From an optimization exercise on the open Yosys and OpenROAD flow, aimed at small area; shortcuts taken in it are not production practice. In this exercise RTL edits were held to simulation tests only and were not proved equivalent to the original. Power figures rest on the tool's default switching activity, not on a simulated workload.

job 1171:
## smv16b
module smv16b(
	output	[15:0]	dout_inst,
	output	reg [15:0]	dout_avg,
	input 	[15:0]	din,
	input 	run,
	input	sysrst,
	input	clk
);
export LEC_CHECK = 0
export CAP_MARGIN = 20
export CORE_MARGIN = 2
export CORE_UTILIZATION = 70
export CTS_BUF_LIST = sky130_fd_sc_hd__clkbuf_8
export CTS_CLUSTER_DIAMETER = 60
export CTS_CLUSTER_SIZE = 16
export PLACE_DENSITY = 0.8
export SLEW_MARGIN = 20
create_clock -name core_clock -period 10.0 [get_ports {clk}]
standard.sh (not shown) runs the stock make flow with config.mk's settings and CLKGATE_MAP_FILE= SYNTH_SCRIPT=/design/flow/synth_recipe.tcl, a recipe that flattens the netlist after the stock synthesis.
==> flow/flow/run.sh <==
#!/bin/bash
# Standard ORFS layout (the standard.sh), with the port buffers inserted
# by buffer_ports made from the smallest buffer cell instead of the default.
set -euo pipefail
export BUFFER_PORTS_ARGS="-buffer_cell sky130_fd_sc_hd__buf_1"
export RECOVER_POWER=100
bash standard.sh > flow_orfs.log 2>&1
Although job 1171 finished all stages, its layout failed final checks on capacitance limit, slew limit.
Modified inputs, job 2517 compared to job 1171
-- flow/flow/run.sh --
<<< job 1171, line 6
export RECOVER_POWER=100
>>> job 2517, line 6
Notes after the runs:
Job 2517 ended with every stage complete and zero timing, DRC or antenna violations. Comparing job 2517 against job 1171, there is no change at all in effective utilization at floorplan. For combinational fraction of design power, job 2517 and job 1171 come out practically identical. Switching part of the total: job 1171 vs job 2517, no meaningful difference. Summary of job 2517 over job 1171: number of iterations in the first detailed-routing pass did not really move, post-layout total power did not really move, footprint of the multi-input gates went up, tightest slew margin relative to the limit went up.
Changes in job 8997 relative to job 2517:
# job 2517
export LEC_CHECK = 0
export CAP_MARGIN = 20
export CORE_MARGIN = 2
export CORE_UTILIZATION = 70
export CTS_BUF_LIST = sky130_fd_sc_hd__clkbuf_8
export CTS_CLUSTER_DIAMETER = 60
export CTS_CLUSTER_SIZE = 16
export PLACE_DENSITY = 0.8
export SLEW_MARGIN = 20
create_clock -name core_clock -period 10.0 [get_ports {clk}]
# job 8997
export LEC_CHECK = 0
export CAP_MARGIN = 20
export CORE_MARGIN = 2
export CORE_UTILIZATION = 40
export CTS_BUF_LIST = sky130_fd_sc_hd__clkbuf_4
export CTS_CLUSTER_DIAMETER = 40
export CTS_CLUSTER_SIZE = 8
export SLEW_MARGIN = 20
create_clock -name core_clock -period 10.0 [get_ports {clk}]
--- outcome ---
- Compared job 8997 against job 2517; fraction of synthesized area in multiplexers within noise.
- The setup slack of job 8997 is smaller than that of job 2517.
- Higher leakage power of the design goes to job 8997 over job 2517.
- Compared with job 2517, job 8997 shows critical path depth that has gone up by a few percent.
- Setup slack at placement was lower in job 8997 than in job 2517.
- In the reports for job 8997 and job 2517, the larger post-route minimum period belongs to job 8997.
- Of job 8997 and job 2517, the run reporting the lower power share of the clock group was job 2517.
- Reported for job 8997 and job 2517, max-capacitance violation count turned out identical to the last digit.
- Per the comparison of job 8997 with job 2517, first-pass GRT wire length up 6.5%, power density relative to cell area up 3.8%.
Setup changes, job 8997 to job 205
# job 8997
export LEC_CHECK = 0
export CAP_MARGIN = 20
export CORE_MARGIN = 2
export CORE_UTILIZATION = 40
export CTS_BUF_LIST = sky130_fd_sc_hd__clkbuf_4
export CTS_CLUSTER_DIAMETER = 40
export CTS_CLUSTER_SIZE = 8
export SLEW_MARGIN = 20
create_clock -name core_clock -period 10.0 [get_ports {clk}]
# job 205
export LEC_CHECK = 0
export CAP_MARGIN = 20
export CORE_MARGIN = 2
export CORE_UTILIZATION = 70
export CTS_BUF_LIST = sky130_fd_sc_hd__clkbuf_16
export CTS_CLUSTER_DIAMETER = 100
export CTS_CLUSTER_SIZE = 30
export PLACE_DENSITY = 0.8
export SLEW_MARGIN = 20
create_clock -name core_clock -period 10.0 [get_ports {clk}]
==> flow/flow/run.sh <==
#!/bin/bash
# The standard ORFS layout (standard.sh) with two changes:
#  - synthesis maps the combinational logic with an area-oriented ABC script
#    (flow/abc_area.script) instead of ORFS's speed script; everything else
#    in synthesis (incl. -nofsm -noshare, flatten, rename) is unchanged, so the
#    registers are the standard synthesis's;
#  - the port buffers inserted by buffer_ports use the smallest buffer cell.
# Each tool's output goes to a log file in this folder.
set -euo pipefail
W=$(pwd)
# synthesis script: synth_recipe.tcl, sourcing a copy of ORFS's synth.tcl whose
# abc call uses our ABC script
sed 's#^  log_cmd abc {\*}\$abc_args#  set abc_args [lreplace $abc_args 1 1 '"$W"'/flow/abc_area.script]\n  log_cmd abc {*}$abc_args#' \
  "$FLOW_HOME/scripts/synth.tcl" > "$W/synth_area.tcl"
grep -q "flow/abc_area.script" "$W/synth_area.tcl"
sed "s#source \$::env(SCRIPTS_DIR)/synth.tcl#source $W/synth_area.tcl#" synth_recipe.tcl > "$W/synth_recipe_area.tcl"
grep -q "synth_area.tcl" "$W/synth_recipe_area.tcl"
sed "s#SYNTH_SCRIPT=[^ ]*#SYNTH_SCRIPT=$W/synth_recipe_area.tcl#" standard.sh > "$W/standard_area.sh"
grep -q "synth_recipe_area.tcl" "$W/standard_area.sh"
export BUFFER_PORTS_ARGS="-buffer_cell sky130_fd_sc_hd__buf_1"
bash "$W/standard_area.sh" > "$W/flow_orfs.log" 2>&1
==> flow/flow/abc_area.script (new file) <==
strash
dch -f
amap
topo
dnsize
## What came out
Sort job 205 and job 8997 by portion of netlist area occupied by mux cells asc -> top: job 205. Total design power, job 205 vs job 8997: up by a few percent. Going from job 8997 to job 205, global routing usage summed across all routing layers grows by 9.7 points. Relative to job 8997, number of logic stages on the critical path including buffering has increased by about 12% in job 205. Any difference in hold slack between job 205 and job 8997 is small enough to ignore. Compared with job 8997, job 205 shows a lower core footprint. Delta (job 205 minus job 8997): clock latency at the later pin of the worst-skew pair -0.15 ns, number of global-route vias before repair fell about 4.6%.
For job 1362, these inputs were changed with respect to job 205:
# job 205
export LEC_CHECK = 0
export CAP_MARGIN = 20
export CORE_MARGIN = 2
export CORE_UTILIZATION = 70
export CTS_BUF_LIST = sky130_fd_sc_hd__clkbuf_16
export CTS_CLUSTER_DIAMETER = 100
export CTS_CLUSTER_SIZE = 30
export PLACE_DENSITY = 0.8
export SLEW_MARGIN = 20
create_clock -name core_clock -period 10.0 [get_ports {clk}]
# job 1362
export LEC_CHECK = 0
export CAP_MARGIN = 20
export CORE_MARGIN = 2
export CORE_UTILIZATION = 70
export CTS_BUF_LIST = sky130_fd_sc_hd__clkbuf_8
export CTS_CLUSTER_DIAMETER = 60
export CTS_CLUSTER_SIZE = 16
export PLACE_DENSITY = 0.8
export SLEW_MARGIN = 20
create_clock -name core_clock -period 10.0 [get_ports {clk}]
--- outcome ---
- On layout overhead on the synthesized area, the lower figure sits with job 1362, not job 205.
- Job 1362 has wire length of the first global-routing pass below what job 205 had.
- Compared to job 205, job 1362 shows a wider setup margin.
- Reported for job 1362 and job 205, synthesized-area fraction occupied by and/or/nand/nor cells turned out identical to the last digit.
- Job 1362 vs job 205, count of routing violations after the opening detailed-route iteration went down by 4.5%.
- Compared with job 205, in job 1362 final critical path time including I/O delays and setup shrank by 0.084 ns; final cell area excluding filler cells went down by 0.91%; power consumption now sits lower; wire length on met1 shows a reduction of 3.3%.

* * *

Another version of the RTL of smv16b (not shown whole).
For scale: ~610 cells after synthesis, ~300 flip-flops, about 51 I/O pins, ~0.0085 mm² of cells after synthesis.
export LEC_CHECK = 0
export CAP_MARGIN = 20
export CORE_MARGIN = 2
export CORE_UTILIZATION = 40
export CTS_BUF_LIST = sky130_fd_sc_hd__clkbuf_16
export CTS_CLUSTER_DIAMETER = 100
export CTS_CLUSTER_SIZE = 24
export SLEW_MARGIN = 20
create_clock -name core_clock -period 10.0 [get_ports {clk}]
run.sh (not shown) runs the stock make flow with config.mk's settings and CLKGATE_MAP_FILE= SYNTH_SCRIPT=/design/flow/synth_recipe.tcl, a recipe that flattens the netlist after the stock synthesis.
Stock flow here: none of the scripts above is used.
The first run ran to the end with no violations.
Edit:
Settings changed: CTS_BUF_LIST sky130_fd_sc_hd__clkbuf_16 to sky130_fd_sc_hd__clkbuf_8, CTS_CLUSTER_DIAMETER 100 to 60, CTS_CLUSTER_SIZE 24 to 14.
What happened: Sequential share of layout area climbs by 0.50 points. Via count is about the same. Clock-buffer cell count rises by 8. Wire length grows by 0.95%.
Edit:
==> flow/flow/run.sh (new file) <==
#!/bin/bash
# Standard ORFS layout (the standard.sh), with the port buffers inserted
# by buffer_ports made from the smallest buffer cell instead of the default.
set -euo pipefail
export BUFFER_PORTS_ARGS="-buffer_cell sky130_fd_sc_hd__buf_1"
bash standard.sh > flow_orfs.log 2>&1
==> flow/standard.sh (new file) <==
#!/bin/bash
# synth_recipe.tcl (not shown) runs the flow's synth.tcl, then flattens the netlist and writes it again
# the make line also repeats each setting of config.mk as NAME=value (left out here)
make -C /OpenROAD-flow-scripts/flow DESIGN_CONFIG=/design/flow/config.mk WORK_HOME=/design/flow/orfs CLKGATE_MAP_FILE= SYNTH_SCRIPT=/design/flow/synth_recipe.tcl "${@:-finish}"
removed: flow/run.sh
Result: Total power came out lower by 0.36%; critical path depth fell by 1; routed wire length rises by 1.1%; first-iteration DRC count rises by 28%; hold slack is about the same; setup slack gets better by 0.029 ns; global-route usage stays flat; via count is higher by 0.49%.

* * *

wip/amber:
The RTL this note starts from:
==> flow/design.v <==
module full_adder(
	output	s,
	output	co,  
	input	a,
	input	b,
	input	ci	 
);
	wire x;
	wire y;
	wire z;
	assign x = a ^ b;
	assign s = x ^ ci;
	assign y = x & ci;
	assign z = a & b;
	assign co = y | z;
endmodule
module adder32b(
	output	[31:0]	s,
	output	co,  
	input	[31:0]	a,
	input	[31:0]	b,
	input	ci	 
);
	wire [31:0] carry;
	assign co = carry[31];
		full_adder g0(
			.a(a[0]),
			.b(b[0]),
			.s(s[0]),
			.ci(ci),
			.co(carry[0])
		);
		full_adder g1(
			.a(a[1]),
			.b(b[1]),
			.s(s[1]),
			.ci(carry[0]),
			.co(carry[1])
		);
		full_adder g2(
			.a(a[2]),
			.b(b[2]),
			.s(s[2]),
			.ci(carry[1]),
			.co(carry[2])
		);
		full_adder g3(
			.a(a[3]),
			.b(b[3]),
			.s(s[3]),
			.ci(carry[2]),
			.co(carry[3])
		);
		full_adder g4(
			.a(a[4]),
			.b(b[4]),
			.s(s[4]),
			.ci(carry[3]),
			.co(carry[4])
		);
		full_adder g5(
			.a(a[5]),
			.b(b[5]),
			.s(s[5]),
			.ci(carry[4]),
			.co(carry[5])
		);
		full_adder g6(
			.a(a[6]),
			.b(b[6]),
			.s(s[6]),
			.ci(carry[5]),
			.co(carry[6])
		);
		full_adder g7(
			.a(a[7]),
			.b(b[7]),
			.s(s[7]),
			.ci(carry[6]),
			.co(carry[7])
		);
		full_adder g8(
			.a(a[8]),
			.b(b[8]),
			.s(s[8]),
			.ci(carry[7]),
			.co(carry[8])
		);
		full_adder g9(
			.a(a[9]),
			.b(b[9]),
			.s(s[9]),
			.ci(carry[8]),
			.co(carry[9])
		);
		full_adder g10(
			.a(a[10]),
			.b(b[10]),
			.s(s[10]),
			.ci(carry[9]),
			.co(carry[10])
		);
		full_adder g11(
			.a(a[11]),
			.b(b[11]),
			.s(s[11]),
			.ci(carry[10]),
			.co(carry[11])
		);
		full_adder g12(
			.a(a[12]),
			.b(b[12]),
			.s(s[12]),
			.ci(carry[11]),
			.co(carry[12])
		);
		full_adder g13(
			.a(a[13]),
			.b(b[13]),
			.s(s[13]),
			.ci(carry[12]),
			.co(carry[13])
		);
		full_adder g14(
			.a(a[14]),
			.b(b[14]),
			.s(s[14]),
			.ci(carry[13]),
			.co(carry[14])
		);
		full_adder g15(
			.a(a[15]),
			.b(b[15]),
			.s(s[15]),
			.ci(carry[14]),
			.co(carry[15])
		);
		full_adder g16(
			.a(a[16]),
			.b(b[16]),
			.s(s[16]),
			.ci(carry[15]),
			.co(carry[16])
		);
		full_adder g17(
			.a(a[17]),
			.b(b[17]),
			.s(s[17]),
			.ci(carry[16]),
			.co(carry[17])
		);
		full_adder g18(
			.a(a[18]),
			.b(b[18]),
			.s(s[18]),
			.ci(carry[17]),
			.co(carry[18])
		);
		full_adder g19(
			.a(a[19]),
			.b(b[19]),
			.s(s[19]),
			.ci(carry[18]),
			.co(carry[19])
		);
		full_adder g20(
			.a(a[20]),
			.b(b[20]),
			.s(s[20]),
			.ci(carry[19]),
			.co(carry[20])
		);
		full_adder g21(
			.a(a[21]),
			.b(b[21]),
			.s(s[21]),
			.ci(carry[20]),
			.co(carry[21])
		);
		full_adder g22(
			.a(a[22]),
			.b(b[22]),
			.s(s[22]),
			.ci(carry[21]),
			.co(carry[22])
		);
		full_adder g23(
			.a(a[23]),
			.b(b[23]),
			.s(s[23]),
			.ci(carry[22]),
			.co(carry[23])
		);
		full_adder g24(
			.a(a[24]),
			.b(b[24]),
			.s(s[24]),
			.ci(carry[23]),
			.co(carry[24])
		);
		full_adder g25(
			.a(a[25]),
			.b(b[25]),
			.s(s[25]),
			.ci(carry[24]),
			.co(carry[25])
		);
		full_adder g26(
			.a(a[26]),
			.b(b[26]),
			.s(s[26]),
			.ci(carry[25]),
			.co(carry[26])
		);
		full_adder g27(
			.a(a[27]),
			.b(b[27]),
			.s(s[27]),
			.ci(carry[26]),
			.co(carry[27])
		);
		full_adder g28(
			.a(a[28]),
			.b(b[28]),
			.s(s[28]),
			.ci(carry[27]),
			.co(carry[28])
		);
		full_adder g29(
			.a(a[29]),
			.b(b[29]),
			.s(s[29]),
			.ci(carry[28]),
			.co(carry[29])
		);
		full_adder g30(
			.a(a[30]),
			.b(b[30]),
			.s(s[30]),
			.ci(carry[29]),
			.co(carry[30])
		);
		full_adder g31(
			.a(a[31]),
			.b(b[31]),
			.s(s[31]),
			.ci(carry[30]),
			.co(carry[31])
		);
endmodule
module smv16b(
	output	[15:0]	dout_inst,
	output	reg [15:0]	dout_avg,
	input 	[15:0]	din,
	input 	run,
	input	sysrst,
	input	clk
);
	localparam [5:0] S_IDLE = 6'd0;
	localparam [5:0] S_POLL = 6'd1;
	localparam [5:0] S_F1   = 6'd3;    
	localparam [5:0] S_F20  = 6'd22;   
	localparam [5:0] S_F34  = 6'd6;    
	localparam [3:0] C_0    = 4'd0;
	localparam [3:0] C_13   = 4'd4;
	reg [5:0]  t;
	reg [3:0]  c;
	reg        clr;     
	reg        pend;    
	reg [15:0] ring [0:13];
	reg [15:0] n_q, d;
	reg [19:0] acc;
	wire [15:0] tap = ring[13];
	wire [15:0] n   = ~n_q;
	wire rst   = ~sysrst;
	wire load  = (t == S_F1);
	wire swap  = pend & (c == C_0);
	wire cwrap = (c == C_13);
	wire keep  = ~swap & ~clr;
	wire n_din = sysrst & load;
	wire n_tap = sysrst & swap;
	wire n_hld = sysrst & ~load & ~swap;
	wire d_new = sysrst & load;
	wire d_hld = sysrst & ~load;
	wire [5:0] t_lfsr = {t[4:0], ~(t[5] ^ t[4])};
	wire [3:0] c_lfsr = {c[2:0], ~(c[3] ^ c[2])};
	wire        init = (t == S_F20);
	wire [19:0] opa  = ({20{init}} & {4'b0, d}) | ({20{~init}} & acc);
	wire [19:0] opb  = {4'b0, ({16{init}} & n) | ({16{~init}} & tap)};
	wire [19:0] sum;
	wire [20:0] cy;
	assign cy[0] = 1'b0;
	genvar k;
	generate
		for (k = 0; k < 20; k = k + 1) begin : g_add
			assign sum[k]  = opa[k] ^ opb[k] ^ cy[k];
			assign cy[k+1] = (opa[k] & opb[k]) | (opa[k] & cy[k]) | (opb[k] & cy[k]);
		end
	endgenerate
	assign dout_inst = d;
	integer i;
	always @(posedge clk) begin
		for (i = 13; i > 0; i = i - 1)
			ring[i] <= ring[i-1];
		ring[0] <= ({16{swap}} & n) | ({16{keep}} & tap);
	end
	always @(posedge clk) begin
		if (rst) begin
			t    <= S_IDLE;
			c    <= C_0;
			clr  <= 1'b1;
			pend <= 1'b0;
		end else begin
			if (t == S_F34)
				t <= S_POLL;
			else if (t == S_POLL && !run)
				t <= S_IDLE;
			else
				t <= t_lfsr;
			if (cwrap || swap)
				c <= C_0;
			else
				c <= c_lfsr;
			if (cwrap)
				clr <= 1'b0;
			if (load)
				pend <= 1'b1;
			else if (swap)
				pend <= 1'b0;
		end
	end
	always @(posedge clk) begin
		n_q <= ~(({16{n_din}} & din) | ({16{n_tap}} & tap) | ({16{n_hld}} & n));
		d   <= ({16{d_new}} & n) | ({16{d_hld}} & d);
	end
	always @(posedge clk) begin
		acc <= sum;
		if (t == S_F34 && sysrst)
			dout_avg <= sum[19:4];
	end
endmodule
export LEC_CHECK = 0
export CAP_MARGIN = 20
export CORE_MARGIN = 2
export CORE_UTILIZATION = 70
export CTS_BUF_LIST = sky130_fd_sc_hd__clkbuf_8
export CTS_CLUSTER_DIAMETER = 60
export CTS_CLUSTER_SIZE = 19
export PLACE_DENSITY = 0.8
export SETUP_SLACK_MARGIN = -0.3
export SLEW_MARGIN = 20
create_clock -name core_clock -period 10.0 [get_ports {clk}]
standard.sh (not shown) runs the stock make flow with config.mk's settings and CLKGATE_MAP_FILE= SYNTH_SCRIPT=/design/flow/synth_recipe.tcl, a recipe that flattens the netlist after the stock synthesis.
==> flow/flow/run.sh <==
#!/bin/bash
# The standard ORFS layout (standard.sh) with two changes:
#  - synthesis maps the combinational logic with an area-oriented ABC script
#    (flow/abc_area.script) instead of ORFS's speed script; everything else
#    in synthesis (incl. -nofsm -noshare, flatten, rename) is unchanged, so the
#    registers are the standard synthesis's;
#  - the port buffers inserted by buffer_ports use the smallest buffer cell.
# Each tool's output goes to a log file in this folder.
set -euo pipefail
W=$(pwd)
# synthesis script: synth_recipe.tcl, sourcing a copy of ORFS's synth.tcl whose
# abc call uses our ABC script
sed 's#^  log_cmd abc {\*}\$abc_args#  set abc_args [lreplace $abc_args 1 1 '"$W"'/flow/abc_area.script]\n  log_cmd abc {*}$abc_args#' \
  "$FLOW_HOME/scripts/synth.tcl" > "$W/synth_area.tcl"
grep -q "flow/abc_area.script" "$W/synth_area.tcl"
sed "s#source \$::env(SCRIPTS_DIR)/synth.tcl#source $W/synth_area.tcl#" synth_recipe.tcl > "$W/synth_recipe_area.tcl"
grep -q "synth_area.tcl" "$W/synth_recipe_area.tcl"
sed "s#SYNTH_SCRIPT=[^ ]*#SYNTH_SCRIPT=$W/synth_recipe_area.tcl#" standard.sh > "$W/standard_area.sh"
grep -q "synth_recipe_area.tcl" "$W/standard_area.sh"
export BUFFER_PORTS_ARGS="-buffer_cell sky130_fd_sc_hd__buf_1"
export CTS_ARGS="-sink_clustering_enable -repair_clock_nets -dont_use_dummy_load -buf_list {sky130_fd_sc_hd__clkbuf_4 sky130_fd_sc_hd__clkbuf_8} -sink_clustering_buffer sky130_fd_sc_hd__clkbuf_8 -root_buf sky130_fd_sc_hd__clkbuf_4 -sink_clustering_size 19 -sink_clustering_max_diameter 60"
bash "$W/standard_area.sh" > "$W/flow_orfs.log" 2>&1
==> flow/flow/abc_area.script <==
strash
dch -f
amap
topo
dnsize
### wip/amber -> wip/yarrow
Settings: removing SETUP_SLACK_MARGIN (formerly -0.3); changing CAP_MARGIN from 20 to 5; changing SLEW_MARGIN from 20 to 5.
-- flow/flow/run.sh --
<<< wip/amber, line 21
export CTS_ARGS="-sink_clustering_enable -repair_clock_nets -dont_use_dummy_load -buf_list {sky130_fd_sc_hd__clkbuf_4 sky130_fd_sc_hd__clkbuf_8} -sink_clustering_buffer sky130_fd_sc_hd__clkbuf_8 -root_buf sky130_fd_sc_hd__clkbuf_4 -sink_clustering_size 19 -sink_clustering_max_diameter 60"
>>> wip/yarrow, line 21
export CTS_ARGS="-sink_clustering_enable -repair_clock_nets -dont_use_dummy_load -buf_list sky130_fd_sc_hd__clkbuf_8 -sink_clustering_size 19 -sink_clustering_max_diameter 60"
==> comparison <==
Between wip/amber and wip/yarrow, the flow reports vias per cell decreasing slightly.
wip/amber → wip/yarrow: final area has remained practically unchanged, global-route wire length before repair has decreased, reg-to-reg setup timing slack has increased, biggest fanout along the worst timing path has increased.
Of wip/yarrow and wip/amber, the higher growth of design area from synthesis to finish belongs to wip/yarrow.
Modified inputs, wip/tundra compared to wip/yarrow
Settings: SLEW_MARGIN now 20, was 5; CAP_MARGIN now 20, was 5.
-- flow/flow/run.sh --
<<< wip/yarrow, line 21
export CTS_ARGS="-sink_clustering_enable -repair_clock_nets -dont_use_dummy_load -buf_list sky130_fd_sc_hd__clkbuf_8 -sink_clustering_size 19 -sink_clustering_max_diameter 60"
>>> wip/tundra, line 21
export CTS_ARGS="-sink_clustering_enable -repair_clock_nets -dont_use_dummy_load -buf_list {sky130_fd_sc_hd__clkbuf_4 sky130_fd_sc_hd__clkbuf_8} -sink_clustering_buffer sky130_fd_sc_hd__clkbuf_8 -root_buf sky130_fd_sc_hd__clkbuf_4 -sink_clustering_size 21 -sink_clustering_max_diameter 40"
==> comparison <==
Looking at power density over the cells across wip/tundra and wip/yarrow, the one that comes out higher is wip/tundra. Of wip/tundra and wip/yarrow, wip/yarrow shows the lower met2 usage, with wip/tundra above it. Delta (wip/tundra minus wip/yarrow): peak supply drop fell 9.1%; global-route usage closely matched the old numbers; violation count after the first detailed-routing iteration moved down. Re clock latency of the later-clocked register in the worst-skew pair: wip/tundra and wip/yarrow aren't equal, and the higher value belongs to wip/tundra. Relative to wip/yarrow, the share of power burned in the clock network of wip/tundra is higher by 0.7 points. The proportion of cell area spent on the clock network of wip/tundra exceeds that of wip/yarrow by 0.42 points. In terms of worst slew margin relative to its limit, wip/yarrow and wip/tundra differ only marginally. Summary: worst setup slack, wip/tundra worse than wip/yarrow.
#### Input delta (wip/sierra over wip/tundra)
-- flow/flow/run.sh --
<<< wip/tundra, line 21
export CTS_ARGS="-sink_clustering_enable -repair_clock_nets -dont_use_dummy_load -buf_list {sky130_fd_sc_hd__clkbuf_4 sky130_fd_sc_hd__clkbuf_8} -sink_clustering_buffer sky130_fd_sc_hd__clkbuf_8 -root_buf sky130_fd_sc_hd__clkbuf_4 -sink_clustering_size 21 -sink_clustering_max_diameter 40"
>>> wip/sierra, line 21
Cmp wip/tundra and wip/sierra / initial antenna violation count / lower: wip/sierra
Compared with wip/tundra, wip/sierra shows a lower time the worst path needs with I/O delays and setup.
Min overall power of the completed layout across wip/tundra and wip/sierra: wip/sierra
wip/sierra ended with every stage complete and zero timing, DRC or antenna violations.
Taking wip/tundra as the reference point, the setup slack after layout of wip/sierra rises by 0.045 ns.
Total I/O pin count: wip/sierra vs wip/tundra, no meaningful difference

==> re-timing with driven ports <==
No port has a modelled driver above. Below, the same layouts with a new extraction and two added sets of constraints. Step 1 assumes that a clkbuf_16 drives the clock port and a buf_2 every other input. Step 2, shift: input delay + t, output delay - t, t = (earliest + latest rising clock arrival at the registers) / 2. This alone moves slack from input paths to output paths. a / b / c = ideal ports / drivers / drivers and shift; a / b = the first two.
run	t (ns)	setup slack, ns	worst setup path at the end	worst data-port slew with drivers (ns)	cell pins on the clock port's net
job 1171	0.550	0.592 / 0.592 / 0.592	register to register	0.03	1
job 2517	0.550	0.673 / 0.673 / 0.673	register to register	0.03	1
job 8997	0.654	0.621 / 0.621 / 0.621	register to register	0.04	1
job 205	0.501	0.623 / 0.623 / 0.623	register to register	0.04	1
job 1362	0.545	0.707 / 0.707 / 0.707	register to register	0.04	1
the first run of note 2	0.529	1.690 / 1.690 / 1.690	register to register	0.04	1
the second run of note 2	0.583	1.688 / 1.688 / 1.688	register to register	0.04	1
the third run of note 2	0.575	1.717 / 1.717 / 1.717	register to register	0.05	1
wip/amber	0.637	0.458 / 0.458 / 0.458	register to register	0.03	1
wip/yarrow	0.542	0.604 / 0.604 / 0.604	register to register	0.04	1
wip/tundra	0.639	0.578 / 0.578 / 0.578	register to register	0.04	1
wip/sierra	0.540	0.623 / 0.623 / 0.623	register to register	0.04	1
